What follows belongs to an exercise in optimizing a design on an open flow for small area, a short achievable clock period and few clock cycles per item; a production flow would make more cautious choices. RTL that was checked went through simulation tests only; none was proved equivalent to the original. Power is estimated from default activity; no workload was simulated.

north:
==> module iterativeDivision, before the edit <==
module iterativeDivision
  #(parameter int unsigned DATA_W = 32)
  ( input  var logic i_clk
  , input  var logic i_rst  
  , input  var logic [DATA_W-1:0] i_dividend
  , input  var logic [DATA_W-1:0] i_divisor
  , input  var logic i_start  
  , output var logic [DATA_W-1:0] o_quotient
  , output var logic [DATA_W-1:0] o_remainder
  , output var logic o_finish  
  );
  function automatic logic [5:0] clz32(input logic [31:0] x);
    logic [15:0] z1; logic [15:0] c1;       
    logic [7:0]  z2; logic [15:0] c2;       
    logic [3:0]  z3; logic [11:0] c3;       
    logic [1:0]  z4; logic [7:0]  c4;       
    logic        z5; logic [4:0]  c5;
    for (int i = 0; i < 16; i++) begin
      z1[i] = !(x[2*i+1] || x[2*i]);
      c1[i] = !x[2*i+1];
    end
    for (int i = 0; i < 8; i++) begin
      z2[i]         = z1[2*i+1] && z1[2*i];
      c2[2*i+:2]    = z1[2*i+1] ? {1'b1, c1[2*i]} : {1'b0, c1[2*i+1]};
    end
    for (int i = 0; i < 4; i++) begin
      z3[i]         = z2[2*i+1] && z2[2*i];
      c3[3*i+:3]    = z2[2*i+1] ? {1'b1, c2[4*i+:2]} : {1'b0, c2[4*i+2+:2]};
    end
    for (int i = 0; i < 2; i++) begin
      z4[i]         = z3[2*i+1] && z3[2*i];
      c4[4*i+:4]    = z3[2*i+1] ? {1'b1, c3[6*i+:3]} : {1'b0, c3[6*i+3+:3]};
    end
    z5 = z4[1] && z4[0];
    c5 = z4[1] ? {1'b1, c4[3:0]} : {1'b0, c4[7:4]};
    clz32 = {z5, z5 ? 5'd0 : c5};
  endfunction
  logic [5:0] zA_q, zB_q;
  logic       quotZero_q;
  logic [31:0] dividendSeen;
  always_comb begin
    dividendSeen[31] = i_dividend[31];
    for (int i = 30; i >= 0; i--)
      dividendSeen[i] = dividendSeen[i+1] || i_dividend[i];
  end
  always_ff @(posedge i_clk) begin
    zA_q       <= clz32(i_dividend);
    zB_q       <= clz32(i_divisor);
    quotZero_q <= (i_divisor == '0) || ((i_divisor & ~dividendSeen) != '0);
  end
  logic [5:0] shDiff;
  logic [4:0] shAmt;
  logic       quotZero, alignDone;
  always_comb begin
    shDiff   = zB_q - zA_q;  
    shAmt    = shDiff[4:0];
    quotZero = quotZero_q;
    alignDone = (shDiff[5:0] == '0);
  end
  logic       align_q, step_q, done_q;
  logic [4:0] count_q;
  always_ff @(posedge i_clk)
    if (i_rst) begin
      align_q <= '0;
      step_q  <= '0;
      done_q  <= '0;
    end else if (i_start) begin
      align_q <= '1;
      step_q  <= '0;
      done_q  <= '0;
    end else if (align_q) begin
      align_q <= '0;
      step_q  <= !quotZero && !alignDone;
      done_q  <= !quotZero && alignDone;
    end else begin
      step_q  <= step_q && (count_q != '0);
      done_q  <= step_q && (count_q == '0);
    end
  always_ff @(posedge i_clk)
    if (align_q)
      count_q <= shAmt;
    else
      count_q <= count_q - 1'b1;
  always_comb
    o_finish = done_q || (align_q && quotZero);
  logic [DATA_W-1:0] div_q, rem_q, quo_q, remNext;
  logic              doStep;
  always_comb
    doStep = step_q || (align_q && alignDone && !quotZero);
  logic [DATA_W:0] diff;
  logic            qBit;
  always_comb begin
    diff    = {1'b0, rem_q} - {1'b0, div_q};
    qBit    = !diff[DATA_W];
    remNext = qBit ? diff[DATA_W-1:0] : rem_q;
  end
  always_ff @(posedge i_clk)
    if (i_start)
      div_q <= i_divisor;
    else if (align_q)
      div_q <= div_q << shAmt;
    else
      div_q <= div_q >> 1;
  always_ff @(posedge i_clk)
    if (i_start)
      rem_q <= i_dividend;
    else if (doStep)
      rem_q <= remNext;
  always_ff @(posedge i_clk)
    if (i_start)
      quo_q <= {DATA_W{i_divisor == '0}};
    else if (align_q && !alignDone)
      quo_q <= '0;
    else
      quo_q <= {quo_q[DATA_W-2:0], qBit};
  always_comb begin
    o_quotient  = quo_q;
    o_remainder = rem_q;
  end
endmodule
export LEC_CHECK = 0
export ABC_AREA = 1
export CAP_MARGIN = 20
export CORE_MARGIN = 2
export CORE_UTILIZATION = 40
export CTS_BUF_LIST = sky130_fd_sc_hd__clkbuf_8
export CTS_CLUSTER_SIZE = 12
export SETUP_SLACK_MARGIN = 5.0
export SLEW_MARGIN = 20
create_clock -name core_clock -period 8.0 [get_ports {i_clk}]
standard.sh (not shown) runs the stock make flow with config.mk's settings and CLKGATE_MAP_FILE= SYNTH_SCRIPT=/design/flow/synth_recipe.tcl, a recipe that flattens the netlist after the stock synthesis.
==> flow/flow/run.sh <==
#!/bin/bash
# Standard layout, with the port buffers made from the smallest buffer cell
# (repair may still resize them), and timing repair aimed at a 5.15 ns setup
# margin. make's output goes to flow_make.log; each ORFS step writes its own
# log under orfs/logs/.
set -euo pipefail
export BUFFER_PORTS_ARGS="-buffer_cell sky130_fd_sc_hd__buf_1"
bash standard.sh finish SETUP_SLACK_MARGIN=5.15 > flow_make.log 2>&1
Testbench counts of north, summed over its fixed seeds: cycles 22,318, items 3,200.
[inputs] south vs north
--- a/flow/design.v
+++ b/flow/design.v
@@ -36,9 +36,9 @@
     c5 = z4[1] ? {1'b1, c4[3:0]} : {1'b0, c4[7:4]};
     clz32 = {z5, z5 ? 5'd0 : c5};
   endfunction
   logic [5:0] zA_q, zB_q;
-  logic       quotZero_q;
+  logic       quotZero_q, divZero_q;
   logic [31:0] dividendSeen;
   always_comb begin
     dividendSeen[31] = i_dividend[31];
     for (int i = 30; i >= 0; i--)
@@ -47,8 +47,9 @@
   always_ff @(posedge i_clk) begin
     zA_q       <= clz32(i_dividend);
     zB_q       <= clz32(i_divisor);
     quotZero_q <= (i_divisor == '0) || ((i_divisor & ~dividendSeen) != '0);
+    divZero_q  <= (i_divisor == '0);
   end
   logic [5:0] shDiff;
   logic [4:0] shAmt;
   logic       quotZero, alignDone;
@@ -107,16 +108,14 @@
       rem_q <= i_dividend;
     else if (doStep)
       rem_q <= remNext;
   always_ff @(posedge i_clk)
-    if (i_start)
-      quo_q <= {DATA_W{i_divisor == '0}};
-    else if (align_q && !alignDone)
-      quo_q <= '0;
+    if (align_q)
+      quo_q <= {{(DATA_W-1){1'b0}}, alignDone && qBit};
     else
       quo_q <= {quo_q[DATA_W-2:0], qBit};
   always_comb begin
-    o_quotient  = quo_q;
+    o_quotient  = align_q ? {DATA_W{divZero_q}} : quo_q;
     o_remainder = rem_q;
   end
 endmodule
 `resetall
--- outcome ---
south closes out successfully: all stages finished, all timing, DRC and antenna checks passed.
Run comparison: south timing endpoint of the critical path o_quotient[15]; north timing endpoint of the critical path o_finish
Re aggregate routed wire length: north was lower than south.
Against north, south reports a final-layout clock buffer total that is higher.
[compare] base=north new=south: wire length of the first global-routing pass grew by 8.5%, share of the core filled with cells grew by 0.35 points, overall die area grew by about 7%, power grew by 5.4%, arrival time of data at the critical path endpoint grew by 0.30 ns.
Going from north to south, worst setup slack moved down, synthesized area per cell lower, combinational cell power picked up an extra about 10%.
For south, only the layout was checked, not whether the RTL still works.

[afterwards: timing with drivers on the ports]
The results above use ideal ports. As a check the final layouts listed here were re-extracted and re-timed, cells and wires unchanged. Step 1, drivers: a clkbuf_16 drives i_clk and a buf_2 each remaining input, both assumed. Step 2 moves the port delays by t, midway between the first and last clock arrival at a register: inputs arrive t later, outputs are due t later. That takes back most of the time a late clock gives input paths. Slacks: ideal / step 1 / step 2; pairs: ideal / step 1.
run | t (ns) | setup WS [ns] | slew at the worst register clock pin (ns)
north | 0.504 | 5.194 / 5.149 / 4.763 | 0.09 / 0.09
south | 0.495 | 4.886 / 4.840 / 4.744 | 0.09 / 0.09
After both steps setup and hold are still met in every run listed. The setup slack of north, which loses most, moves by -0.045 ns with the drivers and by -0.431 ns with both steps.
